From an optimization exercise on the open Yosys and OpenROAD flow, aimed at small area, a short achievable clock period and few clock cycles per item; shortcuts taken in it are not production practice.
In this exercise RTL edits were held to simulation tests only and were not proved equivalent to the original.

<file path="flow/design.v">
module LUT (
    input      [14:0] step,     
    output reg [31:0] value
);
    always @(*) begin
        value = 32'h0;
        if (step[0]) value = value | 32'h2D000000;
        if (step[1]) value = value | 32'h1A90F0F5;
        if (step[2]) value = value | 32'h0E0926A5;
        if (step[3]) value = value | 32'h072023D0;
        if (step[4]) value = value | 32'h03937ABF;
        if (step[5]) value = value | 32'h01C95CAD;
        if (step[6]) value = value | 32'h00E492E5;
        if (step[7]) value = value | 32'h00722D16;
        if (step[8]) value = value | 32'h00391D3F;
        if (step[9]) value = value | 32'h001CC3DD;
        if (step[10]) value = value | 32'h000E2487;
        if (step[11]) value = value | 32'h00072290;
        if (step[12]) value = value | 32'h0003917C;
        if (step[13]) value = value | 32'h0001E66E;
        if (step[14]) value = value | 32'h0000E557;
    end
endmodule
module add_sk (input [31:0] a, input [31:0] b, input cin, output [31:0] s);
  wire [31:0] p = a ^ b;
  wire [31:0] g0 = a & b;
  wire gc0 = g0[0] | (p[0] & cin);
  wire g_0_1 = g0[1] | (p[1] & gc0);
  wire p_0_1 = p[1] & p[0];
  wire g_0_3 = g0[3] | (p[3] & g0[2]);
  wire p_0_3 = p[3] & p[2];
  wire g_0_5 = g0[5] | (p[5] & g0[4]);
  wire p_0_5 = p[5] & p[4];
  wire g_0_7 = g0[7] | (p[7] & g0[6]);
  wire p_0_7 = p[7] & p[6];
  wire g_0_9 = g0[9] | (p[9] & g0[8]);
  wire p_0_9 = p[9] & p[8];
  wire g_0_11 = g0[11] | (p[11] & g0[10]);
  wire p_0_11 = p[11] & p[10];
  wire g_0_13 = g0[13] | (p[13] & g0[12]);
  wire p_0_13 = p[13] & p[12];
  wire g_0_15 = g0[15] | (p[15] & g0[14]);
  wire p_0_15 = p[15] & p[14];
  wire g_0_17 = g0[17] | (p[17] & g0[16]);
  wire p_0_17 = p[17] & p[16];
  wire g_0_19 = g0[19] | (p[19] & g0[18]);
  wire p_0_19 = p[19] & p[18];
  wire g_0_21 = g0[21] | (p[21] & g0[20]);
  wire p_0_21 = p[21] & p[20];
  wire g_0_23 = g0[23] | (p[23] & g0[22]);
  wire p_0_23 = p[23] & p[22];
  wire g_0_25 = g0[25] | (p[25] & g0[24]);
  wire p_0_25 = p[25] & p[24];
  wire g_0_27 = g0[27] | (p[27] & g0[26]);
  wire p_0_27 = p[27] & p[26];
  wire g_0_29 = g0[29] | (p[29] & g0[28]);
  wire p_0_29 = p[29] & p[28];
  wire g_0_31 = g0[31] | (p[31] & g0[30]);
  wire p_0_31 = p[31] & p[30];
  wire g_1_2 = g0[2] | (p[2] & g_0_1);
  wire p_1_2 = p[2] & p_0_1;
  wire g_1_3 = g_0_3 | (p_0_3 & g_0_1);
  wire p_1_3 = p_0_3 & p_0_1;
  wire g_1_6 = g0[6] | (p[6] & g_0_5);
  wire p_1_6 = p[6] & p_0_5;
  wire g_1_7 = g_0_7 | (p_0_7 & g_0_5);
  wire p_1_7 = p_0_7 & p_0_5;
  wire g_1_10 = g0[10] | (p[10] & g_0_9);
  wire p_1_10 = p[10] & p_0_9;
  wire g_1_11 = g_0_11 | (p_0_11 & g_0_9);
  wire p_1_11 = p_0_11 & p_0_9;
  wire g_1_14 = g0[14] | (p[14] & g_0_13);
  wire p_1_14 = p[14] & p_0_13;
  wire g_1_15 = g_0_15 | (p_0_15 & g_0_13);
  wire p_1_15 = p_0_15 & p_0_13;
  wire g_1_18 = g0[18] | (p[18] & g_0_17);
  wire p_1_18 = p[18] & p_0_17;
  wire g_1_19 = g_0_19 | (p_0_19 & g_0_17);
  wire p_1_19 = p_0_19 & p_0_17;
  wire g_1_22 = g0[22] | (p[22] & g_0_21);
  wire p_1_22 = p[22] & p_0_21;
  wire g_1_23 = g_0_23 | (p_0_23 & g_0_21);
  wire p_1_23 = p_0_23 & p_0_21;
  wire g_1_26 = g0[26] | (p[26] & g_0_25);
  wire p_1_26 = p[26] & p_0_25;
  wire g_1_27 = g_0_27 | (p_0_27 & g_0_25);
  wire p_1_27 = p_0_27 & p_0_25;
  wire g_1_30 = g0[30] | (p[30] & g_0_29);
  wire p_1_30 = p[30] & p_0_29;
  wire g_1_31 = g_0_31 | (p_0_31 & g_0_29);
  wire p_1_31 = p_0_31 & p_0_29;
  wire g_2_4 = g0[4] | (p[4] & g_1_3);
  wire p_2_4 = p[4] & p_1_3;
  wire g_2_5 = g_0_5 | (p_0_5 & g_1_3);
  wire p_2_5 = p_0_5 & p_1_3;
  wire g_2_6 = g_1_6 | (p_1_6 & g_1_3);
  wire p_2_6 = p_1_6 & p_1_3;
  wire g_2_7 = g_1_7 | (p_1_7 & g_1_3);
  wire p_2_7 = p_1_7 & p_1_3;
  wire g_2_12 = g0[12] | (p[12] & g_1_11);
  wire p_2_12 = p[12] & p_1_11;
  wire g_2_13 = g_0_13 | (p_0_13 & g_1_11);
  wire p_2_13 = p_0_13 & p_1_11;
  wire g_2_14 = g_1_14 | (p_1_14 & g_1_11);
  wire p_2_14 = p_1_14 & p_1_11;
  wire g_2_15 = g_1_15 | (p_1_15 & g_1_11);
  wire p_2_15 = p_1_15 & p_1_11;
  wire g_2_20 = g0[20] | (p[20] & g_1_19);
  wire p_2_20 = p[20] & p_1_19;
  wire g_2_21 = g_0_21 | (p_0_21 & g_1_19);
  wire p_2_21 = p_0_21 & p_1_19;
  wire g_2_22 = g_1_22 | (p_1_22 & g_1_19);
  wire p_2_22 = p_1_22 & p_1_19;
  wire g_2_23 = g_1_23 | (p_1_23 & g_1_19);
  wire p_2_23 = p_1_23 & p_1_19;
  wire g_2_28 = g0[28] | (p[28] & g_1_27);
  wire p_2_28 = p[28] & p_1_27;
  wire g_2_29 = g_0_29 | (p_0_29 & g_1_27);
  wire p_2_29 = p_0_29 & p_1_27;
  wire g_2_30 = g_1_30 | (p_1_30 & g_1_27);
  wire p_2_30 = p_1_30 & p_1_27;
  wire g_2_31 = g_1_31 | (p_1_31 & g_1_27);
  wire p_2_31 = p_1_31 & p_1_27;
  wire g_3_8 = g0[8] | (p[8] & g_2_7);
  wire p_3_8 = p[8] & p_2_7;
  wire g_3_9 = g_0_9 | (p_0_9 & g_2_7);
  wire p_3_9 = p_0_9 & p_2_7;
  wire g_3_10 = g_1_10 | (p_1_10 & g_2_7);
  wire p_3_10 = p_1_10 & p_2_7;
  wire g_3_11 = g_1_11 | (p_1_11 & g_2_7);
  wire p_3_11 = p_1_11 & p_2_7;
  wire g_3_12 = g_2_12 | (p_2_12 & g_2_7);
  wire p_3_12 = p_2_12 & p_2_7;
  wire g_3_13 = g_2_13 | (p_2_13 & g_2_7);
  wire p_3_13 = p_2_13 & p_2_7;
  wire g_3_14 = g_2_14 | (p_2_14 & g_2_7);
  wire p_3_14 = p_2_14 & p_2_7;
  wire g_3_15 = g_2_15 | (p_2_15 & g_2_7);
  wire p_3_15 = p_2_15 & p_2_7;
  wire g_3_24 = g0[24] | (p[24] & g_2_23);
  wire p_3_24 = p[24] & p_2_23;
  wire g_3_25 = g_0_25 | (p_0_25 & g_2_23);
  wire p_3_25 = p_0_25 & p_2_23;
  wire g_3_26 = g_1_26 | (p_1_26 & g_2_23);
  wire p_3_26 = p_1_26 & p_2_23;
  wire g_3_27 = g_1_27 | (p_1_27 & g_2_23);
  wire p_3_27 = p_1_27 & p_2_23;
  wire g_3_28 = g_2_28 | (p_2_28 & g_2_23);
  wire p_3_28 = p_2_28 & p_2_23;
  wire g_3_29 = g_2_29 | (p_2_29 & g_2_23);
  wire p_3_29 = p_2_29 & p_2_23;
  wire g_3_30 = g_2_30 | (p_2_30 & g_2_23);
  wire p_3_30 = p_2_30 & p_2_23;
  wire g_3_31 = g_2_31 | (p_2_31 & g_2_23);
  wire p_3_31 = p_2_31 & p_2_23;
  wire g_4_16 = g0[16] | (p[16] & g_3_15);
  wire p_4_16 = p[16] & p_3_15;
  wire g_4_17 = g_0_17 | (p_0_17 & g_3_15);
  wire p_4_17 = p_0_17 & p_3_15;
  wire g_4_18 = g_1_18 | (p_1_18 & g_3_15);
  wire p_4_18 = p_1_18 & p_3_15;
  wire g_4_19 = g_1_19 | (p_1_19 & g_3_15);
  wire p_4_19 = p_1_19 & p_3_15;
  wire g_4_20 = g_2_20 | (p_2_20 & g_3_15);
  wire p_4_20 = p_2_20 & p_3_15;
  wire g_4_21 = g_2_21 | (p_2_21 & g_3_15);
  wire p_4_21 = p_2_21 & p_3_15;
  wire g_4_22 = g_2_22 | (p_2_22 & g_3_15);
  wire p_4_22 = p_2_22 & p_3_15;
  wire g_4_23 = g_2_23 | (p_2_23 & g_3_15);
  wire p_4_23 = p_2_23 & p_3_15;
  wire g_4_24 = g_3_24 | (p_3_24 & g_3_15);
  wire p_4_24 = p_3_24 & p_3_15;
  wire g_4_25 = g_3_25 | (p_3_25 & g_3_15);
  wire p_4_25 = p_3_25 & p_3_15;
  wire g_4_26 = g_3_26 | (p_3_26 & g_3_15);
  wire p_4_26 = p_3_26 & p_3_15;
  wire g_4_27 = g_3_27 | (p_3_27 & g_3_15);
  wire p_4_27 = p_3_27 & p_3_15;
  wire g_4_28 = g_3_28 | (p_3_28 & g_3_15);
  wire p_4_28 = p_3_28 & p_3_15;
  wire g_4_29 = g_3_29 | (p_3_29 & g_3_15);
  wire p_4_29 = p_3_29 & p_3_15;
  wire g_4_30 = g_3_30 | (p_3_30 & g_3_15);
  wire p_4_30 = p_3_30 & p_3_15;
  wire g_4_31 = g_3_31 | (p_3_31 & g_3_15);
  wire p_4_31 = p_3_31 & p_3_15;
  assign s = p ^ {g_4_30, g_4_29, g_4_28, g_4_27, g_4_26, g_4_25, g_4_24, g_4_23, g_4_22, g_4_21, g_4_20, g_4_19, g_4_18, g_4_17, g_4_16, g_3_15, g_3_14, g_3_13, g_3_12, g_3_11, g_3_10, g_3_9, g_3_8, g_2_7, g_2_6, g_2_5, g_2_4, g_1_3, g_1_2, g_0_1, gc0, cin};
endmodule
module rsh (
    input  [31:0] d,
    input  [3:0]  lo,
    input  [3:0]  hi,
    output [31:0] q
);
    wire [46:0] de = {{15{d[31]}}, d};
    wire [43:0] t;
    genvar j;
    generate
        for (j = 0; j < 44; j = j + 1) begin : s1
            assign t[j] = (lo[0] & de[j]) | (lo[1] & de[j + 1]) |
                          (lo[2] & de[j + 2]) | (lo[3] & de[j + 3]);
        end
        for (j = 0; j < 32; j = j + 1) begin : s2
            assign q[j] = (hi[0] & t[j]) | (hi[1] & t[j + 4]) |
                          (hi[2] & t[j + 8]) | (hi[3] & t[j + 12]);
        end
    endgenerate
endmodule
module R_CORDIC (
    input  [31:0] x,
    output [31:0] s,
    output [31:0] c,
    output [10:0] cin       
);
    wire w1 = x[31] ^ ~x[27];
    wire w2 = x[31] & ~x[27];
    wire w3 = ~x[28] ^ x[24];
    wire w4 = ~x[28] & x[24];
    wire w5 = ~x[29] ^ x[25];
    wire w6 = ~x[29] & x[25];
    wire w7 = ~x[30] ^ x[26];
    wire w8 = ~x[30] & x[26];
    wire w9 = ~x[15] ^ ~x[11];
    wire w10 = ~x[15] & ~x[11];
    wire w11 = ~x[16] ^ ~x[12];
    wire w12 = ~x[16] & ~x[12];
    wire w13 = ~x[17] ^ ~x[13];
    wire w14 = ~x[17] & ~x[13];
    wire w15 = ~x[18] ^ ~x[14] ^ x[10];
    wire w16 = (~x[18] & ~x[14]) | (~x[18] & x[10]) | (~x[14] & x[10]);
    wire w17 = x[8] ^ ~x[6];
    wire w18 = x[8] & ~x[6];
    wire w19 = ~x[19] ^ ~x[15] ^ x[11];
    wire w20 = (~x[19] & ~x[15]) | (~x[19] & x[11]) | (~x[15] & x[11]);
    wire w21 = x[9] ^ ~x[7];
    wire w22 = x[9] & ~x[7];
    wire w23 = ~x[20] ^ ~x[16] ^ x[12];
    wire w24 = (~x[20] & ~x[16]) | (~x[20] & x[12]) | (~x[16] & x[12]);
    wire w25 = x[10] ^ ~x[8];
    wire w26 = x[10] & ~x[8];
    wire w27 = ~x[21] ^ ~x[17] ^ x[13];
    wire w28 = (~x[21] & ~x[17]) | (~x[21] & x[13]) | (~x[17] & x[13]);
    wire w29 = x[11] ^ ~x[9] ^ ~x[6];
    wire w30 = (x[11] & ~x[9]) | (x[11] & ~x[6]) | (~x[9] & ~x[6]);
    wire w31 = ~x[22] ^ ~x[18] ^ x[14];
    wire w32 = (~x[22] & ~x[18]) | (~x[22] & x[14]) | (~x[18] & x[14]);
    wire w33 = x[12] ^ ~x[10] ^ ~x[7];
    wire w34 = (x[12] & ~x[10]) | (x[12] & ~x[7]) | (~x[10] & ~x[7]);
    wire w35 = ~x[23] ^ ~x[19] ^ x[15];
    wire w36 = (~x[23] & ~x[19]) | (~x[23] & x[15]) | (~x[19] & x[15]);
    wire w37 = x[13] ^ ~x[11] ^ ~x[8];
    wire w38 = (x[13] & ~x[11]) | (x[13] & ~x[8]) | (~x[11] & ~x[8]);
    wire w39 = ~x[5] ^ x[2];
    wire w40 = ~x[5] & x[2];
    wire w41 = ~x[24] ^ ~x[20] ^ x[16];
    wire w42 = (~x[24] & ~x[20]) | (~x[24] & x[16]) | (~x[20] & x[16]);
    wire w43 = x[14] ^ ~x[12] ^ ~x[9];
    wire w44 = (x[14] & ~x[12]) | (x[14] & ~x[9]) | (~x[12] & ~x[9]);
    wire w45 = ~x[6] ^ x[3] ^ x[1];
    wire w46 = (~x[6] & x[3]) | (~x[6] & x[1]) | (x[3] & x[1]);
    wire w47 = ~x[25] ^ ~x[21] ^ x[17];
    wire w48 = (~x[25] & ~x[21]) | (~x[25] & x[17]) | (~x[21] & x[17]);
    wire w49 = x[15] ^ ~x[13] ^ ~x[10];
    wire w50 = (x[15] & ~x[13]) | (x[15] & ~x[10]) | (~x[13] & ~x[10]);
    wire w51 = ~x[7] ^ x[4] ^ x[2];
    wire w52 = (~x[7] & x[4]) | (~x[7] & x[2]) | (x[4] & x[2]);
    wire w53 = ~x[26] ^ ~x[22] ^ x[18];
    wire w54 = (~x[26] & ~x[22]) | (~x[26] & x[18]) | (~x[22] & x[18]);
    wire w55 = x[16] ^ ~x[14] ^ ~x[11];
    wire w56 = (x[16] & ~x[14]) | (x[16] & ~x[11]) | (~x[14] & ~x[11]);
    wire w57 = ~x[8] ^ x[5] ^ x[3];
    wire w58 = (~x[8] & x[5]) | (~x[8] & x[3]) | (x[5] & x[3]);
    wire w59 = ~x[27] ^ ~x[23] ^ x[19];
    wire w60 = (~x[27] & ~x[23]) | (~x[27] & x[19]) | (~x[23] & x[19]);
    wire w61 = x[17] ^ ~x[15] ^ ~x[12];
    wire w62 = (x[17] & ~x[15]) | (x[17] & ~x[12]) | (~x[15] & ~x[12]);
    wire w63 = ~x[9] ^ x[6] ^ x[4];
    wire w64 = (~x[9] & x[6]) | (~x[9] & x[4]) | (x[6] & x[4]);
    wire w65 = ~x[28] ^ ~x[24] ^ x[20];
    wire w66 = (~x[28] & ~x[24]) | (~x[28] & x[20]) | (~x[24] & x[20]);
    wire w67 = x[18] ^ ~x[16] ^ ~x[13];
    wire w68 = (x[18] & ~x[16]) | (x[18] & ~x[13]) | (~x[16] & ~x[13]);
    wire w69 = ~x[10] ^ x[7] ^ x[5];
    wire w70 = (~x[10] & x[7]) | (~x[10] & x[5]) | (x[7] & x[5]);
    wire w71 = ~x[29] ^ ~x[25] ^ x[21];
    wire w72 = (~x[29] & ~x[25]) | (~x[29] & x[21]) | (~x[25] & x[21]);
    wire w73 = x[19] ^ ~x[17] ^ ~x[14];
    wire w74 = (x[19] & ~x[17]) | (x[19] & ~x[14]) | (~x[17] & ~x[14]);
    wire w75 = ~x[11] ^ x[8] ^ x[6];
    wire w76 = (~x[11] & x[8]) | (~x[11] & x[6]) | (x[8] & x[6]);
    wire w77 = ~x[30] ^ ~x[26] ^ x[22];
    wire w78 = (~x[30] & ~x[26]) | (~x[30] & x[22]) | (~x[26] & x[22]);
    wire w79 = x[20] ^ ~x[18] ^ ~x[15];
    wire w80 = (x[20] & ~x[18]) | (x[20] & ~x[15]) | (~x[18] & ~x[15]);
    wire w81 = ~x[12] ^ x[9] ^ x[7];
    wire w82 = (~x[12] & x[9]) | (~x[12] & x[7]) | (x[9] & x[7]);
    wire w83 = w1 ^ x[23] ^ x[21];
    wire w84 = (w1 & x[23]) | (w1 & x[21]) | (x[23] & x[21]);
    wire w85 = ~x[19] ^ ~x[16] ^ ~x[13];
    wire w86 = (~x[19] & ~x[16]) | (~x[19] & ~x[13]) | (~x[16] & ~x[13]);
    wire w87 = x[10] ^ x[8] ^ 1'b1;
    wire w88 = (x[10] & x[8]) | (x[10] & 1'b1) | (x[8] & 1'b1);
    wire w89 = w3 ^ x[22] ^ ~x[20];
    wire w90 = (w3 & x[22]) | (w3 & ~x[20]) | (x[22] & ~x[20]);
    wire w91 = ~x[17] ^ ~x[14] ^ x[11];
    wire w92 = (~x[17] & ~x[14]) | (~x[17] & x[11]) | (~x[14] & x[11]);
    wire w93 = x[9] ^ 1'b1 ^ w2;
    wire w94 = (x[9] & 1'b1) | (x[9] & w2) | (1'b1 & w2);
    wire w95 = w5 ^ x[23] ^ ~x[21];
    wire w96 = (w5 & x[23]) | (w5 & ~x[21]) | (x[23] & ~x[21]);
    wire w97 = ~x[18] ^ ~x[15] ^ x[12];
    wire w98 = (~x[18] & ~x[15]) | (~x[18] & x[12]) | (~x[15] & x[12]);
    wire w99 = x[10] ^ 1'b1 ^ w4;
    wire w100 = (x[10] & 1'b1) | (x[10] & w4) | (1'b1 & w4);
    wire w101 = w7 ^ x[24] ^ ~x[22];
    wire w102 = (w7 & x[24]) | (w7 & ~x[22]) | (x[24] & ~x[22]);
    wire w103 = ~x[19] ^ ~x[16] ^ x[13];
    wire w104 = (~x[19] & ~x[16]) | (~x[19] & x[13]) | (~x[16] & x[13]);
    wire w105 = x[11] ^ 1'b1 ^ w6;
    wire w106 = (x[11] & 1'b1) | (x[11] & w6) | (1'b1 & w6);
    wire w107 = x[31] ^ x[27] ^ x[25];
    wire w108 = (x[31] & x[27]) | (x[31] & x[25]) | (x[27] & x[25]);
    wire w109 = ~x[23] ^ ~x[20] ^ ~x[17];
    wire w110 = (~x[23] & ~x[20]) | (~x[23] & ~x[17]) | (~x[20] & ~x[17]);
    wire w111 = x[14] ^ x[12] ^ w8;
    wire w112 = (x[14] & x[12]) | (x[14] & w8) | (x[12] & w8);
    wire w113 = x[28] ^ x[26] ^ ~x[24];
    wire w114 = (x[28] & x[26]) | (x[28] & ~x[24]) | (x[26] & ~x[24]);
    wire w115 = ~x[21] ^ ~x[18] ^ x[15];
    wire w116 = (~x[21] & ~x[18]) | (~x[21] & x[15]) | (~x[18] & x[15]);
    wire w117 = x[13] ^ 1'b1;
    wire w118 = x[13] & 1'b1;
    wire w119 = x[29] ^ x[27] ^ ~x[25];
    wire w120 = (x[29] & x[27]) | (x[29] & ~x[25]) | (x[27] & ~x[25]);
    wire w121 = ~x[22] ^ ~x[19] ^ x[16];
    wire w122 = (~x[22] & ~x[19]) | (~x[22] & x[16]) | (~x[19] & x[16]);
    wire w123 = x[14] ^ 1'b1;
    wire w124 = x[14] & 1'b1;
    wire w125 = x[30] ^ x[28] ^ ~x[26];
    wire w126 = (x[30] & x[28]) | (x[30] & ~x[26]) | (x[28] & ~x[26]);
    wire w127 = ~x[23] ^ ~x[20] ^ x[17];
    wire w128 = (~x[23] & ~x[20]) | (~x[23] & x[17]) | (~x[20] & x[17]);
    wire w129 = x[15] ^ 1'b1;
    wire w130 = x[15] & 1'b1;
    wire w131 = ~x[31] ^ x[29] ^ ~x[27];
    wire w132 = (~x[31] & x[29]) | (~x[31] & ~x[27]) | (x[29] & ~x[27]);
    wire w133 = ~x[24] ^ ~x[21] ^ x[18];
    wire w134 = (~x[24] & ~x[21]) | (~x[24] & x[18]) | (~x[21] & x[18]);
    wire w135 = x[30] ^ ~x[28] ^ ~x[25];
    wire w136 = (x[30] & ~x[28]) | (x[30] & ~x[25]) | (~x[28] & ~x[25]);
    wire w137 = ~x[22] ^ x[19];
    wire w138 = ~x[22] & x[19];
    wire w139 = ~x[31] ^ ~x[29] ^ ~x[26];
    wire w140 = (~x[31] & ~x[29]) | (~x[31] & ~x[26]) | (~x[29] & ~x[26]);
    wire w141 = ~x[30] ^ ~x[27];
    wire w142 = ~x[30] & ~x[27];
    wire w143 = ~x[12] ^ ~x[8] ^ x[4];
    wire w144 = (~x[12] & ~x[8]) | (~x[12] & x[4]) | (~x[8] & x[4]);
    wire w145 = ~x[13] ^ ~x[9] ^ x[5];
    wire w146 = (~x[13] & ~x[9]) | (~x[13] & x[5]) | (~x[9] & x[5]);
    wire w147 = ~x[14] ^ ~x[10] ^ x[6];
    wire w148 = (~x[14] & ~x[10]) | (~x[14] & x[6]) | (~x[10] & x[6]);
    wire w149 = w9 ^ x[7] ^ x[5];
    wire w150 = (w9 & x[7]) | (w9 & x[5]) | (x[7] & x[5]);
    wire w151 = ~x[3] ^ ~x[0];
    wire w152 = ~x[3] & ~x[0];
    wire w153 = w11 ^ x[8] ^ x[6];
    wire w154 = (w11 & x[8]) | (w11 & x[6]) | (x[8] & x[6]);
    wire w155 = ~x[4] ^ ~x[1] ^ w10;
    wire w156 = (~x[4] & ~x[1]) | (~x[4] & w10) | (~x[1] & w10);
    wire w157 = w13 ^ x[9] ^ x[7];
    wire w158 = (w13 & x[9]) | (w13 & x[7]) | (x[9] & x[7]);
    wire w159 = ~x[5] ^ ~x[2] ^ w12;
    wire w160 = (~x[5] & ~x[2]) | (~x[5] & w12) | (~x[2] & w12);
    wire w161 = w15 ^ w17 ^ ~x[3];
    wire w162 = (w15 & w17) | (w15 & ~x[3]) | (w17 & ~x[3]);
    wire w163 = ~x[0] ^ 1'b1 ^ w14;
    wire w164 = (~x[0] & 1'b1) | (~x[0] & w14) | (1'b1 & w14);
    wire w165 = w19 ^ w21 ^ ~x[4];
    wire w166 = (w19 & w21) | (w19 & ~x[4]) | (w21 & ~x[4]);
    wire w167 = ~x[1] ^ w16 ^ w18;
    wire w168 = (~x[1] & w16) | (~x[1] & w18) | (w16 & w18);
    wire w169 = w23 ^ w25 ^ ~x[5];
    wire w170 = (w23 & w25) | (w23 & ~x[5]) | (w25 & ~x[5]);
    wire w171 = ~x[2] ^ w20 ^ w22;
    wire w172 = (~x[2] & w20) | (~x[2] & w22) | (w20 & w22);
    wire w173 = w27 ^ w29 ^ ~x[3];
    wire w174 = (w27 & w29) | (w27 & ~x[3]) | (w29 & ~x[3]);
    wire w175 = x[0] ^ w24 ^ w26;
    wire w176 = (x[0] & w24) | (x[0] & w26) | (w24 & w26);
    wire w177 = w31 ^ w33 ^ ~x[4];
    wire w178 = (w31 & w33) | (w31 & ~x[4]) | (w33 & ~x[4]);
    wire w179 = x[1] ^ w28 ^ w30;
    wire w180 = (x[1] & w28) | (x[1] & w30) | (w28 & w30);
    wire w181 = w35 ^ w37 ^ w39;
    wire w182 = (w35 & w37) | (w35 & w39) | (w37 & w39);
    wire w183 = x[0] ^ w32 ^ w34;
    wire w184 = (x[0] & w32) | (x[0] & w34) | (w32 & w34);
    wire w185 = w41 ^ w43 ^ w45;
    wire w186 = (w41 & w43) | (w41 & w45) | (w43 & w45);
    wire w187 = w36 ^ w38 ^ w40;
    wire w188 = (w36 & w38) | (w36 & w40) | (w38 & w40);
    wire w189 = w47 ^ w49 ^ w51;
    wire w190 = (w47 & w49) | (w47 & w51) | (w49 & w51);
    wire w191 = w42 ^ w44 ^ w46;
    wire w192 = (w42 & w44) | (w42 & w46) | (w44 & w46);
    wire w193 = w53 ^ w55 ^ w57;
    wire w194 = (w53 & w55) | (w53 & w57) | (w55 & w57);
    wire w195 = w48 ^ w50 ^ w52;
    wire w196 = (w48 & w50) | (w48 & w52) | (w50 & w52);
    wire w197 = w59 ^ w61 ^ w63;
    wire w198 = (w59 & w61) | (w59 & w63) | (w61 & w63);
    wire w199 = w54 ^ w56 ^ w58;
    wire w200 = (w54 & w56) | (w54 & w58) | (w56 & w58);
    wire w201 = w65 ^ w67 ^ w69;
    wire w202 = (w65 & w67) | (w65 & w69) | (w67 & w69);
    wire w203 = w60 ^ w62 ^ w64;
    wire w204 = (w60 & w62) | (w60 & w64) | (w62 & w64);
    wire w205 = w71 ^ w73 ^ w75;
    wire w206 = (w71 & w73) | (w71 & w75) | (w73 & w75);
    wire w207 = w66 ^ w68 ^ w70;
    wire w208 = (w66 & w68) | (w66 & w70) | (w68 & w70);
    wire w209 = w77 ^ w79 ^ w81;
    wire w210 = (w77 & w79) | (w77 & w81) | (w79 & w81);
    wire w211 = w72 ^ w74 ^ w76;
    wire w212 = (w72 & w74) | (w72 & w76) | (w74 & w76);
    wire w213 = w83 ^ w85 ^ w87;
    wire w214 = (w83 & w85) | (w83 & w87) | (w85 & w87);
    wire w215 = w78 ^ w80 ^ w82;
    wire w216 = (w78 & w80) | (w78 & w82) | (w80 & w82);
    wire w217 = w89 ^ w91 ^ w93;
    wire w218 = (w89 & w91) | (w89 & w93) | (w91 & w93);
    wire w219 = w84 ^ w86 ^ w88;
    wire w220 = (w84 & w86) | (w84 & w88) | (w86 & w88);
    wire w221 = w95 ^ w97 ^ w99;
    wire w222 = (w95 & w97) | (w95 & w99) | (w97 & w99);
    wire w223 = w90 ^ w92 ^ w94;
    wire w224 = (w90 & w92) | (w90 & w94) | (w92 & w94);
    wire w225 = w101 ^ w103 ^ w105;
    wire w226 = (w101 & w103) | (w101 & w105) | (w103 & w105);
    wire w227 = w96 ^ w98 ^ w100;
    wire w228 = (w96 & w98) | (w96 & w100) | (w98 & w100);
    wire w229 = w107 ^ w109 ^ w111;
    wire w230 = (w107 & w109) | (w107 & w111) | (w109 & w111);
    wire w231 = w102 ^ w104 ^ w106;
    wire w232 = (w102 & w104) | (w102 & w106) | (w104 & w106);
    wire w233 = w113 ^ w115 ^ w117;
    wire w234 = (w113 & w115) | (w113 & w117) | (w115 & w117);
    wire w235 = w108 ^ w110 ^ w112;
    wire w236 = (w108 & w110) | (w108 & w112) | (w110 & w112);
    wire w237 = w119 ^ w121 ^ w123;
    wire w238 = (w119 & w121) | (w119 & w123) | (w121 & w123);
    wire w239 = w114 ^ w116 ^ w118;
    wire w240 = (w114 & w116) | (w114 & w118) | (w116 & w118);
    wire w241 = w125 ^ w127 ^ w129;
    wire w242 = (w125 & w127) | (w125 & w129) | (w127 & w129);
    wire w243 = w120 ^ w122 ^ w124;
    wire w244 = (w120 & w122) | (w120 & w124) | (w122 & w124);
    wire w245 = w131 ^ w133 ^ x[16];
    wire w246 = (w131 & w133) | (w131 & x[16]) | (w133 & x[16]);
    wire w247 = w126 ^ w128 ^ w130;
    wire w248 = (w126 & w128) | (w126 & w130) | (w128 & w130);
    wire w249 = w135 ^ w137 ^ x[17];
    wire w250 = (w135 & w137) | (w135 & x[17]) | (w137 & x[17]);
    wire w251 = 1'b1 ^ w132 ^ w134;
    wire w252 = (1'b1 & w132) | (1'b1 & w134) | (w132 & w134);
    wire w253 = w139 ^ ~x[23] ^ x[20];
    wire w254 = (w139 & ~x[23]) | (w139 & x[20]) | (~x[23] & x[20]);
    wire w255 = x[18] ^ w136 ^ w138;
    wire w256 = (x[18] & w136) | (x[18] & w138) | (w136 & w138);
    wire w257 = w141 ^ ~x[24] ^ x[21];
    wire w258 = (w141 & ~x[24]) | (w141 & x[21]) | (~x[24] & x[21]);
    wire w259 = x[19] ^ 1'b1 ^ w140;
    wire w260 = (x[19] & 1'b1) | (x[19] & w140) | (1'b1 & w140);
    wire w261 = x[31] ^ ~x[28] ^ ~x[25];
    wire w262 = (x[31] & ~x[28]) | (x[31] & ~x[25]) | (~x[28] & ~x[25]);
    wire w263 = x[22] ^ x[20] ^ w142;
    wire w264 = (x[22] & x[20]) | (x[22] & w142) | (x[20] & w142);
    wire w265 = ~x[29] ^ ~x[26] ^ x[23];
    wire w266 = (~x[29] & ~x[26]) | (~x[29] & x[23]) | (~x[26] & x[23]);
    wire w267 = x[21] ^ 1'b1;
    wire w268 = x[21] & 1'b1;
    wire w269 = ~x[30] ^ ~x[27] ^ x[24];
    wire w270 = (~x[30] & ~x[27]) | (~x[30] & x[24]) | (~x[27] & x[24]);
    wire w271 = x[22] ^ 1'b1;
    wire w272 = x[22] & 1'b1;
    wire w273 = x[31] ^ ~x[28] ^ x[25];
    wire w274 = (x[31] & ~x[28]) | (x[31] & x[25]) | (~x[28] & x[25]);
    wire w275 = ~x[29] ^ x[26];
    wire w276 = ~x[29] & x[26];
    wire w277 = ~x[30] ^ x[27];
    wire w278 = ~x[30] & x[27];
    wire w279 = ~x[10] ^ ~x[6];
    wire w280 = ~x[10] & ~x[6];
    wire w281 = ~x[11] ^ ~x[7] ^ x[3];
    wire w282 = (~x[11] & ~x[7]) | (~x[11] & x[3]) | (~x[7] & x[3]);
    wire w283 = w143 ^ x[2] ^ ~x[0];
    wire w284 = (w143 & x[2]) | (w143 & ~x[0]) | (x[2] & ~x[0]);
    wire w285 = w145 ^ x[3] ^ ~x[1];
    wire w286 = (w145 & x[3]) | (w145 & ~x[1]) | (x[3] & ~x[1]);
    wire w287 = w147 ^ x[4] ^ ~x[2];
    wire w288 = (w147 & x[4]) | (w147 & ~x[2]) | (x[4] & ~x[2]);
    wire w289 = w149 ^ w151 ^ 1'b1;
    wire w290 = (w149 & w151) | (w149 & 1'b1) | (w151 & 1'b1);
    wire w291 = w153 ^ w155 ^ w150;
    wire w292 = (w153 & w155) | (w153 & w150) | (w155 & w150);
    wire w293 = w157 ^ w159 ^ w154;
    wire w294 = (w157 & w159) | (w157 & w154) | (w159 & w154);
    wire w295 = w161 ^ w163 ^ w158;
    wire w296 = (w161 & w163) | (w161 & w158) | (w163 & w158);
    wire w297 = w165 ^ w167 ^ w162;
    wire w298 = (w165 & w167) | (w165 & w162) | (w167 & w162);
    wire w299 = w169 ^ w171 ^ w166;
    wire w300 = (w169 & w171) | (w169 & w166) | (w171 & w166);
    wire w301 = w173 ^ w175 ^ w170;
    wire w302 = (w173 & w175) | (w173 & w170) | (w175 & w170);
    wire w303 = w177 ^ w179 ^ w174;
    wire w304 = (w177 & w179) | (w177 & w174) | (w179 & w174);
    wire w305 = w181 ^ w183 ^ w178;
    wire w306 = (w181 & w183) | (w181 & w178) | (w183 & w178);
    wire w307 = w185 ^ w187 ^ w182;
    wire w308 = (w185 & w187) | (w185 & w182) | (w187 & w182);
    wire w309 = w189 ^ w191 ^ w186;
    wire w310 = (w189 & w191) | (w189 & w186) | (w191 & w186);
    wire w311 = w193 ^ w195 ^ w190;
    wire w312 = (w193 & w195) | (w193 & w190) | (w195 & w190);
    wire w313 = w197 ^ w199 ^ w194;
    wire w314 = (w197 & w199) | (w197 & w194) | (w199 & w194);
    wire w315 = w201 ^ w203 ^ w198;
    wire w316 = (w201 & w203) | (w201 & w198) | (w203 & w198);
    wire w317 = w205 ^ w207 ^ w202;
    wire w318 = (w205 & w207) | (w205 & w202) | (w207 & w202);
    wire w319 = w209 ^ w211 ^ w206;
    wire w320 = (w209 & w211) | (w209 & w206) | (w211 & w206);
    wire w321 = w213 ^ w215 ^ w210;
    wire w322 = (w213 & w215) | (w213 & w210) | (w215 & w210);
    wire w323 = w217 ^ w219 ^ w214;
    wire w324 = (w217 & w219) | (w217 & w214) | (w219 & w214);
    wire w325 = w221 ^ w223 ^ w218;
    wire w326 = (w221 & w223) | (w221 & w218) | (w223 & w218);
    wire w327 = w225 ^ w227 ^ w222;
    wire w328 = (w225 & w227) | (w225 & w222) | (w227 & w222);
    wire w329 = w229 ^ w231 ^ w226;
    wire w330 = (w229 & w231) | (w229 & w226) | (w231 & w226);
    wire w331 = w233 ^ w235 ^ w230;
    wire w332 = (w233 & w235) | (w233 & w230) | (w235 & w230);
    wire w333 = w237 ^ w239 ^ w234;
    wire w334 = (w237 & w239) | (w237 & w234) | (w239 & w234);
    wire w335 = w241 ^ w243 ^ w238;
    wire w336 = (w241 & w243) | (w241 & w238) | (w243 & w238);
    wire w337 = w245 ^ w247 ^ w242;
    wire w338 = (w245 & w247) | (w245 & w242) | (w247 & w242);
    wire w339 = w249 ^ w251 ^ w246;
    wire w340 = (w249 & w251) | (w249 & w246) | (w251 & w246);
    wire w341 = w253 ^ w255 ^ w250;
    wire w342 = (w253 & w255) | (w253 & w250) | (w255 & w250);
    wire w343 = w257 ^ w259 ^ w254;
    wire w344 = (w257 & w259) | (w257 & w254) | (w259 & w254);
    wire w345 = w261 ^ w263 ^ w258;
    wire w346 = (w261 & w263) | (w261 & w258) | (w263 & w258);
    wire w347 = w265 ^ w267 ^ w262;
    wire w348 = (w265 & w267) | (w265 & w262) | (w267 & w262);
    wire w349 = w269 ^ w271 ^ w266;
    wire w350 = (w269 & w271) | (w269 & w266) | (w271 & w266);
    wire w351 = w273 ^ x[23] ^ w270;
    wire w352 = (w273 & x[23]) | (w273 & w270) | (x[23] & w270);
    wire w353 = w275 ^ x[24] ^ 1'b1;
    wire w354 = (w275 & x[24]) | (w275 & 1'b1) | (x[24] & 1'b1);
    wire w355 = w277 ^ x[25] ^ 1'b1;
    wire w356 = (w277 & x[25]) | (w277 & 1'b1) | (x[25] & 1'b1);
    wire w357 = x[31] ^ x[28] ^ x[26];
    wire w358 = (x[31] & x[28]) | (x[31] & x[26]) | (x[28] & x[26]);
    wire w359 = x[29] ^ x[27];
    wire w360 = x[29] & x[27];
    wire w361 = x[30] ^ x[28];
    wire w362 = x[30] & x[28];
    wire w363 = ~x[4] ^ ~x[0];
    wire w364 = ~x[4] & ~x[0];
    wire w365 = ~x[5] ^ ~x[1];
    wire w366 = ~x[5] & ~x[1];
    wire w367 = ~x[6] ^ ~x[2];
    wire w368 = ~x[6] & ~x[2];
    wire w369 = ~x[7] ^ ~x[3];
    wire w370 = ~x[7] & ~x[3];
    wire w371 = ~x[8] ^ ~x[4] ^ x[0];
    wire w372 = (~x[8] & ~x[4]) | (~x[8] & x[0]) | (~x[4] & x[0]);
    wire w373 = ~x[9] ^ ~x[5] ^ x[1];
    wire w374 = (~x[9] & ~x[5]) | (~x[9] & x[1]) | (~x[5] & x[1]);
    wire w375 = w279 ^ x[2] ^ x[0];
    wire w376 = (w279 & x[2]) | (w279 & x[0]) | (x[2] & x[0]);
    wire w377 = w281 ^ x[1] ^ w280;
    wire w378 = (w281 & x[1]) | (w281 & w280) | (x[1] & w280);
    wire w379 = w283 ^ 1'b1 ^ w282;
    wire w380 = (w283 & 1'b1) | (w283 & w282) | (1'b1 & w282);
    wire w381 = w285 ^ w144 ^ w284;
    wire w382 = (w285 & w144) | (w285 & w284) | (w144 & w284);
    wire w383 = w287 ^ w146 ^ w286;
    wire w384 = (w287 & w146) | (w287 & w286) | (w146 & w286);
    wire w385 = w289 ^ w148 ^ w288;
    wire w386 = (w289 & w148) | (w289 & w288) | (w148 & w288);
    wire w387 = w291 ^ w152 ^ w290;
    wire w388 = (w291 & w152) | (w291 & w290) | (w152 & w290);
    wire w389 = w293 ^ w156 ^ w292;
    wire w390 = (w293 & w156) | (w293 & w292) | (w156 & w292);
    wire w391 = w295 ^ w160 ^ w294;
    wire w392 = (w295 & w160) | (w295 & w294) | (w160 & w294);
    wire w393 = w297 ^ w164 ^ w296;
    wire w394 = (w297 & w164) | (w297 & w296) | (w164 & w296);
    wire w395 = w299 ^ w168 ^ w298;
    wire w396 = (w299 & w168) | (w299 & w298) | (w168 & w298);
    wire w397 = w301 ^ w172 ^ w300;
    wire w398 = (w301 & w172) | (w301 & w300) | (w172 & w300);
    wire w399 = w303 ^ w176 ^ w302;
    wire w400 = (w303 & w176) | (w303 & w302) | (w176 & w302);
    wire w401 = w305 ^ w180 ^ w304;
    wire w402 = (w305 & w180) | (w305 & w304) | (w180 & w304);
    wire w403 = w307 ^ w184 ^ w306;
    wire w404 = (w307 & w184) | (w307 & w306) | (w184 & w306);
    wire w405 = w309 ^ w188 ^ w308;
    wire w406 = (w309 & w188) | (w309 & w308) | (w188 & w308);
    wire w407 = w311 ^ w192 ^ w310;
    wire w408 = (w311 & w192) | (w311 & w310) | (w192 & w310);
    wire w409 = w313 ^ w196 ^ w312;
    wire w410 = (w313 & w196) | (w313 & w312) | (w196 & w312);
    wire w411 = w315 ^ w200 ^ w314;
    wire w412 = (w315 & w200) | (w315 & w314) | (w200 & w314);
    wire w413 = w317 ^ w204 ^ w316;
    wire w414 = (w317 & w204) | (w317 & w316) | (w204 & w316);
    wire w415 = w319 ^ w208 ^ w318;
    wire w416 = (w319 & w208) | (w319 & w318) | (w208 & w318);
    wire w417 = w321 ^ w212 ^ w320;
    wire w418 = (w321 & w212) | (w321 & w320) | (w212 & w320);
    wire w419 = w323 ^ w216 ^ w322;
    wire w420 = (w323 & w216) | (w323 & w322) | (w216 & w322);
    wire w421 = w325 ^ w220 ^ w324;
    wire w422 = (w325 & w220) | (w325 & w324) | (w220 & w324);
    wire w423 = w327 ^ w224 ^ w326;
    wire w424 = (w327 & w224) | (w327 & w326) | (w224 & w326);
    wire w425 = w329 ^ w228 ^ w328;
    wire w426 = (w329 & w228) | (w329 & w328) | (w228 & w328);
    wire w427 = w331 ^ w232 ^ w330;
    wire w428 = (w331 & w232) | (w331 & w330) | (w232 & w330);
    wire w429 = w333 ^ w236 ^ w332;
    wire w430 = (w333 & w236) | (w333 & w332) | (w236 & w332);
    wire w431 = w335 ^ w240 ^ w334;
    wire w432 = (w335 & w240) | (w335 & w334) | (w240 & w334);
    wire w433 = w337 ^ w244 ^ w336;
    wire w434 = (w337 & w244) | (w337 & w336) | (w244 & w336);
    wire w435 = w339 ^ w248 ^ w338;
    wire w436 = (w339 & w248) | (w339 & w338) | (w248 & w338);
    wire w437 = w341 ^ w252 ^ w340;
    wire w438 = (w341 & w252) | (w341 & w340) | (w252 & w340);
    wire w439 = w343 ^ w256 ^ w342;
    wire w440 = (w343 & w256) | (w343 & w342) | (w256 & w342);
    wire w441 = w345 ^ w260 ^ w344;
    wire w442 = (w345 & w260) | (w345 & w344) | (w260 & w344);
    wire w443 = w347 ^ w264 ^ w346;
    wire w444 = (w347 & w264) | (w347 & w346) | (w264 & w346);
    wire w445 = w349 ^ w268 ^ w348;
    wire w446 = (w349 & w268) | (w349 & w348) | (w268 & w348);
    wire w447 = w351 ^ w272 ^ w350;
    wire w448 = (w351 & w272) | (w351 & w350) | (w272 & w350);
    wire w449 = w353 ^ w274 ^ w352;
    wire w450 = (w353 & w274) | (w353 & w352) | (w274 & w352);
    wire w451 = w355 ^ w276 ^ w354;
    wire w452 = (w355 & w276) | (w355 & w354) | (w276 & w354);
    wire w453 = w357 ^ w278 ^ w356;
    wire w454 = (w357 & w278) | (w357 & w356) | (w278 & w356);
    wire w455 = w359 ^ 1'b1 ^ w358;
    wire w456 = (w359 & 1'b1) | (w359 & w358) | (1'b1 & w358);
    wire w457 = w361 ^ 1'b1 ^ w360;
    wire w458 = (w361 & 1'b1) | (w361 & w360) | (1'b1 & w360);
    wire w459 = ~x[31] ^ x[29] ^ w362;
    wire w460 = (~x[31] & x[29]) | (~x[31] & w362) | (x[29] & w362);
    wire w461 = x[30] ^ 1'b1;
    wire w462 = x[30] & 1'b1;
    wire [23:0] la = {w401, w399, w397, w395, w393, w391, w389, w387, w385, w383, w381, w379, w377, w375, w373, w371, w369, w367, w365, w363, ~x[3], ~x[2], ~x[1], ~x[0]};
    wire [23:0] lb = {w400, w398, w396, w394, w392, w390, w388, w386, w384, w382, w380, w378, w376, w374, w372, w370, w368, w366, w364, 1'b1, 1'b0, 1'b0, 1'b0, 1'b1};
    wire [23:0] lg = la & lb;
    wire [23:0] lp = la | lb;
    wire cg1 = lg[1] | (lp[1] & lg[0]);
    wire cp1 = lp[1] & lp[0];
    wire cg2 = lg[3] | (lp[3] & lg[2]);
    wire cp2 = lp[3] & lp[2];
    wire cg3 = cg2 | (cp2 & cg1);
    wire cp3 = cp2 & cp1;
    wire cg4 = lg[5] | (lp[5] & lg[4]);
    wire cp4 = lp[5] & lp[4];
    wire cg5 = lg[7] | (lp[7] & lg[6]);
    wire cp5 = lp[7] & lp[6];
    wire cg6 = cg5 | (cp5 & cg4);
    wire cp6 = cp5 & cp4;
    wire cg7 = lg[9] | (lp[9] & lg[8]);
    wire cp7 = lp[9] & lp[8];
    wire cg8 = lg[11] | (lp[11] & lg[10]);
    wire cp8 = lp[11] & lp[10];
    wire cg9 = cg8 | (cp8 & cg7);
    wire cp9 = cp8 & cp7;
    wire cg10 = lg[13] | (lp[13] & lg[12]);
    wire cp10 = lp[13] & lp[12];
    wire cg11 = lg[15] | (lp[15] & lg[14]);
    wire cp11 = lp[15] & lp[14];
    wire cg12 = cg11 | (cp11 & cg10);
    wire cp12 = cp11 & cp10;
    wire cg13 = lg[17] | (lp[17] & lg[16]);
    wire cp13 = lp[17] & lp[16];
    wire cg14 = lg[19] | (lp[19] & lg[18]);
    wire cp14 = lp[19] & lp[18];
    wire cg15 = cg14 | (cp14 & cg13);
    wire cp15 = cp14 & cp13;
    wire cg16 = lg[21] | (lp[21] & lg[20]);
    wire cp16 = lp[21] & lp[20];
    wire cg17 = lg[23] | (lp[23] & lg[22]);
    wire cp17 = lp[23] & lp[22];
    wire cg18 = cg17 | (cp17 & cg16);
    wire cp18 = cp17 & cp16;
    assign cin = {cg18, cp18, cg15, cp15, cg12, cp12, cg9, cp9, cg6, cp6, cg3};
    assign s = {1'b1, ~x[31], w461, w459, w457, w455, w453, w451, w449, w447, w445, w443, w441, w439, w437, w435, w433, w431, w429, w427, w425, w423, w421, w419, w417, w415, w413, w411, w409, w407, w405, w403};
    assign c = {1'b0, w462, w460, w458, w456, w454, w452, w450, w448, w446, w444, w442, w440, w438, w436, w434, w432, w430, w428, w426, w424, w422, w420, w418, w416, w414, w412, w410, w408, w406, w404, w402};
endmodule
module R_CORDIC_Unit (
    input signed [31:0]      i_data_1,
    input signed [31:0]      i_data_2,
    input signed [31:0]      angle,
    input                    en,
    input                    rst,
    input                    clk,
    output signed [31:0]     o_data_1,
    output signed [31:0]     o_data_2,
    output                   done_flag
);
    reg        busy, done;
    reg signed [31:0] bx, by, ba;
    reg        [10:0] bc;          
    reg        [3:0]  sxl, sxh;    
    reg        [3:0]  syl, syh;    
    reg        [17:0] oh;          
    reg               fin;     
    reg               hold;    
    reg               sgx;     
    reg               sgy_n;   
    reg               sga_n;   
    wire m1 = oh[15];
    wire m2 = oh[16];
    wire m3 = oh[17];
    wire        fin_n  = !en && busy && (m1 || m2);
    wire        hold_n = !en && busy && m2;
    wire [3:0]  nl = en ? 4'd1 : {oh[2] | oh[6] | oh[10],
                                  oh[1] | oh[5] | oh[9]  | oh[13],
                                  oh[0] | oh[4] | oh[8]  | oh[12],
                                  oh[3] | oh[7] | oh[11]};
    wire [3:0]  nh = en ? 4'd1 : {oh[11] | oh[12] | oh[13],
                                  oh[7]  | oh[8]  | oh[9]  | oh[10],
                                  oh[3]  | oh[4]  | oh[5]  | oh[6],
                                  oh[0]  | oh[1]  | oh[2]};
    wire [31:0] t;
    LUT lut (.step(oh[14:0]), .value(t));
    wire c24  = bc[10] | (bc[9] & (bc[8] | (bc[7] & (bc[6] | (bc[5] & (bc[4] |
                (bc[3] & (bc[2] | (bc[1] & bc[0])))))))));
    wire cinx = sgx | (fin & c24);
    wire [31:0] sx, sy;
    rsh rsh_x (.d(bx), .lo(sxl), .hi(sxh), .q(sx));
    rsh rsh_y (.d(by), .lo(syl), .hi(syh), .q(sy));
    wire [31:0] nx, ny, na;
    add_sk add_x (.a(bx), .b(sy ^ {32{sgx}}),   .cin(cinx),  .s(nx));
    add_sk add_y (.a(by), .b(sx ^ {32{sgy_n}}), .cin(sgy_n), .s(ny));
    add_sk add_a (.a(ba), .b(t  ^ {32{sga_n}}), .cin(sga_n), .s(na));
    wire [31:0] ks, kc;
    wire [10:0] kci;
    R_CORDIC gain (.x(ba), .s(ks), .c(kc), .cin(kci));
    wire [31:0] ba_n = en ? angle : m1 ? by : (m2 || oh[14]) ? nx : na;
    wire        sg_n = en ? angle[31] : na[31];
    always @(posedge clk or posedge rst) begin
        if (rst) begin
            busy <= 1'b0;
            done <= 1'b0;
        end else begin
            done <= busy && m3;
            if (en)
                busy <= 1'b1;
            else if (m3)
                busy <= 1'b0;
        end
    end
    always @(posedge clk) begin
        bc    <= kci;
        fin   <= fin_n;
        hold  <= hold_n;
        sxl   <= nl;
        sxh   <= nh;
        syl   <= fin_n ? 4'd1 : nl;
        syh   <= fin_n ? 4'd1 : nh;
        oh    <= en ? 18'd1 : oh << 1;
        sgx   <= sg_n & ~fin_n;
        sgy_n <= ~sg_n;
        sga_n <= ~(sg_n | hold_n);
        ba    <= ba_n;
        if (en) begin
            bx <= i_data_1;
            by <= i_data_2;
        end else if (m1 | m2) begin
            bx <= ks;
            by <= kc;
        end else begin
            bx <= nx;
            by <= ny;
        end
    end
    assign o_data_1  = ba;
    assign o_data_2  = bx;
    assign done_flag = done;
endmodule
</file>
<file path="flow/flow/run.sh">
#!/bin/bash
set -euo pipefail
export BUFFER_PORTS_ARGS="-buffer_cell sky130_fd_sc_hd__buf_1"
export SETUP_SLACK_MARGIN=5.75
bash standard.sh > standard.log 2>&1
</file>
<file path="flow/standard.sh">
#!/bin/bash
# synth_recipe.tcl (not shown) runs the flow's synth.tcl, then flattens the netlist and writes it again
# the make line also repeats each setting of config.mk as NAME=value (left out here)
make -C /OpenROAD-flow-scripts/flow DESIGN_CONFIG=/design/flow/config.mk WORK_HOME=/design/flow/orfs CLKGATE_MAP_FILE= SYNTH_SCRIPT=/design/flow/synth_recipe.tcl "${@:-finish}"
</file>
<file path="flow/config.mk">
export PLATFORM = sky130hd
export DESIGN_NAME = R_CORDIC_Unit
export DESIGN_NICKNAME = R_CORDIC_Unit
export VERILOG_FILES = /design/flow/design.v
export SDC_FILE = /design/flow/constraint.sdc
export NUM_CORES = 4
export LEC_CHECK = 0
export CAP_MARGIN = 20
export CORE_MARGIN = 2
export CORE_UTILIZATION = 60
export CTS_BUF_LIST = sky130_fd_sc_hd__clkbuf_8
export PLACE_DENSITY = 0.8
export SLEW_MARGIN = 20
</file>
<file path="flow/constraint.sdc">
create_clock -name core_clock -period 10.0 [get_ports {clk}]
set_input_delay 2.0000 -clock core_clock [delete_from_list [all_inputs] [get_ports {clk}]]
set_output_delay 2.0000 -clock core_clock [all_outputs]
set_load 0.01 [all_outputs]
</file>
==> results of run 1 <==
## worst reg2reg max path, stage by stage, from the launching register on
cell                       delay [ns]
sky130_fd_sc_hd__dfxtp_1         0.46
sky130_fd_sc_hd__a22oi_1         0.27
sky130_fd_sc_hd__nand2_1         0.15
sky130_fd_sc_hd__a22o_1          0.20
sky130_fd_sc_hd__a221oi_1        0.36
sky130_fd_sc_hd__xnor2_1         0.14
sky130_fd_sc_hd__ha_1            0.39
sky130_fd_sc_hd__and2_0          0.21
sky130_fd_sc_hd__o21ai_2         0.21
sky130_fd_sc_hd__nand2_1         0.20
sky130_fd_sc_hd__a31oi_2         0.28
sky130_fd_sc_hd__o21bai_1        0.14
sky130_fd_sc_hd__fa_1            0.46
sky130_fd_sc_hd__xnor2_2         0.26
sky130_fd_sc_hd__nor2_1          0.07
sky130_fd_sc_hd__a21oi_1         0.13
sky130_fd_sc_hd__o21ai_0         0.08
## cells by family (layout without fill, tap and decap cells)
| kind of cell | after synthesis | count (layout) | share of synthesized area (%) |
|---|---|---|---|
| and+or+nand+nor | 500 | 500 | 12.6 |
| buffers and inverters | 346 | 444 | 7.32 |
| xor gates and xnor gates | 157 | 157 | 7.66 |
| adders and majority gates | 337 | 337 | 31.9 |
| DFF | 147 | 147 | 16.4 |
| AOI/OAI and AO/OA | 590 | 590 | 22.8 |
| muxes | 24 | 24 | 1.37 |
## synthesized netlist by cell type (11+ instances only)
cell type,number
sky130_fd_sc_hd__a211oi_1,18
sky130_fd_sc_hd__nor3_1,37
sky130_fd_sc_hd__nor2b_1,24
sky130_fd_sc_hd__xnor2_1,101
sky130_fd_sc_hd__clkbuf_1,109
sky130_fd_sc_hd__fa_1,205
sky130_fd_sc_hd__nand2_1,214
sky130_fd_sc_hd__o21ai_0,73
sky130_fd_sc_hd__o22ai_1,13
sky130_fd_sc_hd__a31oi_1,11
sky130_fd_sc_hd__a21oi_1,137
sky130_fd_sc_hd__inv_1,222
sky130_fd_sc_hd__o21a_1,13
sky130_fd_sc_hd__nand4_1,11
sky130_fd_sc_hd__a22oi_1,139
sky130_fd_sc_hd__ha_1,132
sky130_fd_sc_hd__a21o_1,21
sky130_fd_sc_hd__nand3_1,22
sky130_fd_sc_hd__nor4_1,16
sky130_fd_sc_hd__nand2b_1,14
sky130_fd_sc_hd__o211ai_1,12
sky130_fd_sc_hd__dfxtp_1,145
sky130_fd_sc_hd__nor2_1,110
sky130_fd_sc_hd__mux2i_1,18
sky130_fd_sc_hd__a22o_1,28
sky130_fd_sc_hd__and3_1,11
sky130_fd_sc_hd__xor2_1,55
sky130_fd_sc_hd__a221oi_1,32
## per-layer routing
metal,up-vias,part of all wire (%),GRT usage [%]
met5,-,0,0
met4,0,8.1,28.5
met3,294,11,8.57
met2,1199,44,63.7
met1,8222,37,53.3
li1,7493,-,-
## through the flow
step / setup slack [ns] / hold slack (ns)
after floorplan: 6.04 / 0.400
after global placement: 5.39 / 0.427
after detailed placement: 5.29 / 0.442
after CTS: 5.77 / 0.456
after global routing: 5.68 / 0.510
final: 5.85 / 0.456
## state kept, by name, indices dropped and copies added (netlist names), 4 cells and up
signal	flops
syh	4
ba	32
oh	18
sxl	4
sxh	4
syl	4
bx	32
by	32
bc	11
## layout make-up
type | count | area share, %
Clock buffer | 17 | 1.20
Clock inverter | 15 | 0.800
Inverter | 223 | 4.30
Multi-Input combinational cell | 1608 | 71.7
Sequential cell | 147 | 15.3
Tap cell | 390 | 2.50
Timing Repair Buffer | 189 | 4.23
## worst max path at each step
stage	from	endpoint	slack, ns	cells past startpoint
floorplan	syl[0]$_SDFF_PP1_	bx[23]$_DFF_P_	6.04	18
global placement	sxl[1]$_DFF_P_	by[29]$_DFF_P_	5.39	15
detailed placement	sxl[1]$_DFF_P_	by[29]$_DFF_P_	5.29	15
CTS	syl[0]$_SDFF_PP1_	ba[8]$_DFF_P_	5.77	18
global route	syl[3]$_SDFF_PP0_	ba[30]$_DFF_P_	5.68	15
finish	bx[16]$_DFF_P_	by[17]$_DFF_P_	5.85	16
## timing repair
action	4_1_cts	5_1_grt
pin swaps	4	13
gates cloned	0	0
gates resized for setup	20	45
endpoints found under the setup margin	45	48
buffers inserted	1	8
==> implementation parameters, run 1 <==
Parameter                              Value

Drt
  ANT nets after route ... 0
  DR DRC count ... 0
  Avg Vias per Cell ... 6.65
  DR WL/cell ... 25.3 µm
  Iteration-0 DRC count of the detailed router ... 2538
  Routed wire length ... 65500 µm
  Via count ... 17200
  Initial DRT Pass Iterations ... 8

Synthesis
  Top cells by area, synth ... sky130_fd_sc_hd__fa_1 23%, sky130_fd_sc_hd__dfxtp_1 16%, sky130_fd_sc_hd__ha_1 9.2%
  Syn. warnings ... 2
  Distinct cell type count of the synthesized netlist ... 85
  Post-Synthesis Cells ... 2101
  Syn Std Cell Area ... 18000 µm²
  Commonest register cell after synthesis ... sky130_fd_sc_hd__dfxtp_1
  Cell taking the most area after synthesis ... sky130_fd_sc_hd__fa_1
  Synth async-reset ratio ... 1.36%
  Net count after synthesis ... 2537
  Register area share after synthesis ... 16.4%
  Share of the synthesized area in the top cell type ... 22.7%
  Count of flip-flops with a built-in enable after synthesis ... 0
  Synthesized area divided by synthesized cell count ... 8.59 µm²
  #FFs+latches synth ... 147

Timing
  Shortest period the worst path allows ... 4.15 ns
  Remaining max-slew budget at the tightest pin ... 25.7%
  Slew at the pin closest to its max-slew limit ... 1.10 ns
  Final count of hold timing violations ... 0
  RSZ-0062 raised after global routing ... yes
  Highest achievable clock rate ... 241 MHz
  Number of pins with negative max-slew slack in the final report ... 0
  Final setup TNS ... 0 ns
  Number of failing setup endpoints in the final timing report ... 0
  Final clock skew ... 0.0301 ns
  Final clock period utilization by the worst path ... 41.5%

Run
  Max_cap viols ... 0

Setup path
  Data arrival time of the critical path ... 4.54 ns
  Largest delay contributor family on the critical path ... compound AO/OA/AOI/OAI gates
  Type of element capturing the critical path ... flop
  Biggest fanout along the worst timing path ... 7
  RR Startpoint ... bx[16]$_DFF_P_
  Terminus of the critical flop-to-flop path ... by[17]$_DFF_P_
  Worst path most repeated cell ... sky130_fd_sc_hd__nand2_1
  Crit-path slowest cell ... sky130_fd_sc_hd__dfxtp_1
  Combined buffer and inverter count along the critical path ... 0
  Type of the worst setup path ... reg2reg
  Largest stage delay on the critical path ... 0.46 ns
  Worst reg-to-reg path cell count ... 16
  Data required time of the worst path ... 10.39 ns
  Reg2reg setup slack ... 5.85 ns
  Ordered cell list for the critical path ... a22oi_1 > nand2_1 > a22o_1 > a221oi_1 > xnor2_1 > ha_1 > and2_0 > o21ai_2 > nand2_1 > a31oi_2 > o21bai_1 > fa_1 > xnor2_2 > nor2_1 > a21oi_1 > o21ai_0
  Launching element type of the critical path ... flop

Clock network
  Num CTS Buffers ... 17
  Worst skew pair latency ... 0.54 ns
  TritonCTS clock tree ... built
  Number of clock sinks seen by CTS ... 147
  Post-CTS Hold Buffers ... 0
  Clock buffer depth ... 2
  Clock root buffer ... sky130_fd_sc_hd__clkbuf_8
  Register clock-pin slew on the reported worst setup and hold paths ... 0.11 ns
  Number of levels the H-tree was split into ... 4

Worst hold path
  HP Start ... oh[17]$_SDFF_PP0_
  Worst min-delay path endpoint ... busy$_DFFE_PP0P_
  Depth of the worst hold-timing path ... 1
  HP Class ... reg2reg

Placement
  Cell area after placement ... 18800 µm²
  Number of buffers added on ports ... 163
  Post-DP HPWL ... 50800 µm
  Post-Place Cells ... 2548
  Final Wtd Congestion ... 1.05

Floorplanning
  Initial Utilization ... 60.9%
  Standard-cell rows ... 63
  Placeable core region ... 29600 µm²
  Chip width ... 177 µm
  Y dimension of the die ... 177 µm
  I/O pin count ... 164
  Die outline area ... 31500 µm²

Layout
  Most frequent cells in the layout ... 221 x sky130_fd_sc_hd__inv_1, 213 x sky130_fd_sc_hd__nand2_1, 204 x sky130_fd_sc_hd__fa_1, 162 x sky130_fd_sc_hd__buf_1, 135 x sky130_fd_sc_hd__a22oi_1
  Total Nets Final ... 2622
  Antenna diode count ... 0
  Post-Route Utilization ... 65.9%
  Cell area after layout ... 19500 µm²
  Total area of sequential cells ... 2990 µm²
  Number of standard cells in the final layout excluding fillers ... 2589
  Multi-input combinational cell area ... 14000 µm²
  Fillers ... 2480
  Leading cell type in the layout, fill and taps excluded ... sky130_fd_sc_hd__inv_1
  Share of layout cells above drive strength 1 ... 6.32%
  Relative area change from synthesis to final layout ... 8.30%

Global route
  Number of antenna violations at the first check in global routing ... 0
  Wire length of the first global-routing pass ... 97300 µm
  Global routing usage summed across all routing layers ... 41.8%
  Vias in the first global route ... 16700
  Gr ovfl total ... 0
  Maximum number of pins on one net before global-route repair ... 94

Outcome
  Status ... timing/DRC/antenna clean
Testbench counts, summed over its fixed seeds: cycles 9,736, items 512.
==> run 2, diff against run 1 <==
==> flow/flow/run.sh (replaced) <==
#!/bin/bash
set -euo pipefail
export BUFFER_PORTS_ARGS="-buffer_cell sky130_fd_sc_hd__buf_1"
export SETUP_SLACK_MARGIN=6
bash standard.sh > standard.log 2>&1
==> run 2 against run 1 <==
Against the previous run: highest routed layer unchanged; first-iteration DRC count grew 2.4%; register-to-register slack gained 0.17 ns; synthesized cell count is the same; non-clock buffer count grew 25; still clean on timing, DRC and antenna.
==> implementation parameters, run 2 <==
Parameter                              Value

Drt
  Avg Vias per Cell ... 6.68
  Initial DRT Pass Iterations ... 12
  Routed wire length ... 67000 µm
  DR DRC count ... 0
  Iteration-0 DRC count of the detailed router ... 2600

Synthesis
  Post-Synthesis Cells ... 2101
  Share of the synthesized area in the top cell type ... 22.7%
  Syn Std Cell Area ... 18000 µm²
  Distinct cell type count of the synthesized netlist ... 85
  Synth async-reset ratio ... 1.36%
  Net count after synthesis ... 2537
  Register area share after synthesis ... 16.4%
  Cell taking the most area after synthesis ... sky130_fd_sc_hd__fa_1
  Commonest register cell after synthesis ... sky130_fd_sc_hd__dfxtp_1
  Syn. warnings ... 2
  Cell with the most instances after synthesis ... sky130_fd_sc_hd__inv_1
  Top cells by count, synth ... 222 x sky130_fd_sc_hd__inv_1, 214 x sky130_fd_sc_hd__nand2_1, 205 x sky130_fd_sc_hd__fa_1, 145 x sky130_fd_sc_hd__dfxtp_1, 139 x sky130_fd_sc_hd__a22oi_1
  Top cells by area, synth ... sky130_fd_sc_hd__fa_1 23%, sky130_fd_sc_hd__dfxtp_1 16%, sky130_fd_sc_hd__ha_1 9.2%

Setup path
  Largest stage delay on the critical path ... 0.38 ns
  Type of element capturing the critical path ... flop
  Largest delay contributor family on the critical path ... compound AO/OA/AOI/OAI gates
  Reg2reg setup slack ... 6.02 ns
  Launching element type of the critical path ... flop
  Critical Path Sink ... ba[23]$_DFF_P_
  RR Startpoint ... syl[0]$_SDFF_PP1_
  Type of the worst setup path ... reg2reg
  Worst reg-to-reg path cell count ... 19
  CP startpoint ... syl[0]$_SDFF_PP1_
  Data arrival time of the critical path ... 4.41 ns
  Data required time of the worst path ... 10.43 ns
  Crit. path cell count ... 19
  Terminus of the critical flop-to-flop path ... ba[23]$_DFF_P_

Placement
  Post-Place Setup Slack ... 5.29 ns
  Final Wtd Congestion ... 1.05
  Number of buffers added on ports ... 163
  Post-DP HPWL ... 50800 µm

Clock network
  Clock buffer depth ... 2
  TritonCTS clock tree ... built
  Num CTS Buffers ... 17
  Post-CTS Hold Buffers ... 0
  Clock root buffer ... sky130_fd_sc_hd__clkbuf_8
  Number of levels the H-tree was split into ... 4

Run
  Max_cap viols ... 0

Timing
  Number of pins with negative max-slew slack in the final report ... 0
  RSZ-0062 raised after global routing ... yes
  Final clock period utilization by the worst path ... 39.8%
  Final setup TNS ... 0 ns
  Slew at the pin closest to its max-slew limit ... 0.987 ns
  Worst-case setup margin in the final layout ... 6.02 ns
  Number of failing setup endpoints in the final timing report ... 0
  Highest achievable clock rate ... 251 MHz
  Shortest period the worst path allows ... 3.98 ns

Global route
  Vias in the first global route ... 16900
  Maximum number of pins on one net before global-route repair ... 94
  Global routing usage summed across all routing layers ... 42.1%

Floorplanning
  Placeable core region ... 29600 µm²
  Y dimension of the die ... 177 µm
  Die outline area ... 31500 µm²
  Initial Utilization ... 60.9%
  I/O pin count ... 164
  Chip width ... 177 µm

Layout
  Relative area change from synthesis to final layout ... 11.9%
  Leading cell type in the layout, fill and taps excluded ... sky130_fd_sc_hd__inv_1
  Total Nets Final ... 2647
  Antenna diode count ... 0
  Largest registers in the final layout ... ba (32), bx (32), by (32)

Outcome
  Status ... timing/DRC/antenna clean

Worst hold path
  HP Class ... reg2reg
==> run 2: cell count changes in the layout (fill, tap and decap cells not counted), sizes merged <==
cell,change
inv,-1
buf,+25
clkinv,+1
==> run 2: cell type report <==
cell class	instances	area, µm²
clock buffers	17	234
clock inverters	15	156
fillers	2401	9440
inverters	223	842
multi-input cells	1608	14400
flip-flops and latches	147	3020
well taps	390	488
repair buffers	214	1060
==> run 2: worst min path at each step <==
stage | to | slack (ns) | cells past startpoint
2_1_floorplan | busy$_DFFE_PP0P_ | 0.40 | 1
3_3_place_gp | busy$_DFFE_PP0P_ | 0.43 | 1
3_5_place_dp | busy$_DFFE_PP0P_ | 0.44 | 1
4_1_cts | busy$_DFFE_PP0P_ | 0.46 | 1
5_1_grt | busy$_DFFE_PP0P_ | 0.51 | 1
6_report | busy$_DFFE_PP0P_ | 0.46 | 1
==> run 2: worst register-to-register path, delay by kind of cell (launching register included) <==
kind | cells | cell delay (ns)
buf+inv | 3 | 0.51
simple gates | 3 | 0.39
compound gates | 10 | 1.74
xor+xnor | 1 | 0.15
fa+ha+maj | 2 | 0.75
flops | 1 | 0.35
==> run 2: cells by family after synthesis <==
group                    synth area share (%)
AND/OR/NAND/NOR                          12.6
flip-flops                               16.4
XOR/XNOR                                 7.66
AO/OA/AOI/OAI                            22.8
multiplexers                             1.37
buffers and inverters                    7.32
adder cells (fa/ha/maj)                  31.9
==> run 2: stage by stage <==
| step | cell area [µm²] | hold WS [ns] | util (%) | std cells |
|---|---|---|---|---|
| finish | 20200 | 0.455 | 68.1 | 2614 |
| global route | 20200 | 0.510 | 68.1 | 2614 |
| CTS | 19500 | 0.456 | 65.7 | 2590 |
| detailed placement | 18800 | 0.442 | 63.4 | 2548 |
| global placement | 18800 | 0.427 | 63.4 | 2548 |
| floorplan | 18000 | 0.400 | - | 2101 |
==> run 2: routing by layer <==
layer	vias to the layer above	share of wire (%)	global-route usage, %
met4	0	7.9	28.2
li1	7550	-	-
met3	302	12	8.91
met2	1305	44	64.5
met1	8303	37	53.5
met5	-	0	0
==> run 2: repair_timing <==
item,4_1_cts,5_1_grt
gates resized for setup,55,124
gates cloned,0,0
endpoints found under the setup margin,75,81
buffers inserted,10,24
pin swaps,11,46

[static timing again, ports no longer ideal]
The results above use ideal ports. As a check the final layouts listed here were re-extracted and re-timed, cells and wires unchanged. Step 1 assumes that a clkbuf_16 drives the clock port and a buf_2 every other input. Step 2 adds t to the input delays and takes it off the output delays; t is the mean of the earliest and latest rising clock arrival at the registers after step 1. Input paths then give back, and output paths get back, about the clock's delay inside the block. Three values: ideal, step 1, step 2; two values: the first two.
| run | shift t [ns] | slack for setup (ns) | worst setup path at the end | clock arrival spread, ns | worst slew at a driven data input, ns |
|---|---|---|---|---|---|
| run 1 | 0.572 | 5.849 / 5.849 / 5.536 | input to register | 0.030 / 0.030 | 0.06 |
| run 2 | 0.576 | 6.018 / 6.018 / 5.518 | input to register | 0.030 / 0.030 | 0.08 |
After both steps every run listed still meets setup and hold. For run 2, which loses most, drivers alone change the setup slack by 0.000 ns; drivers and shift together by -0.500 ns.
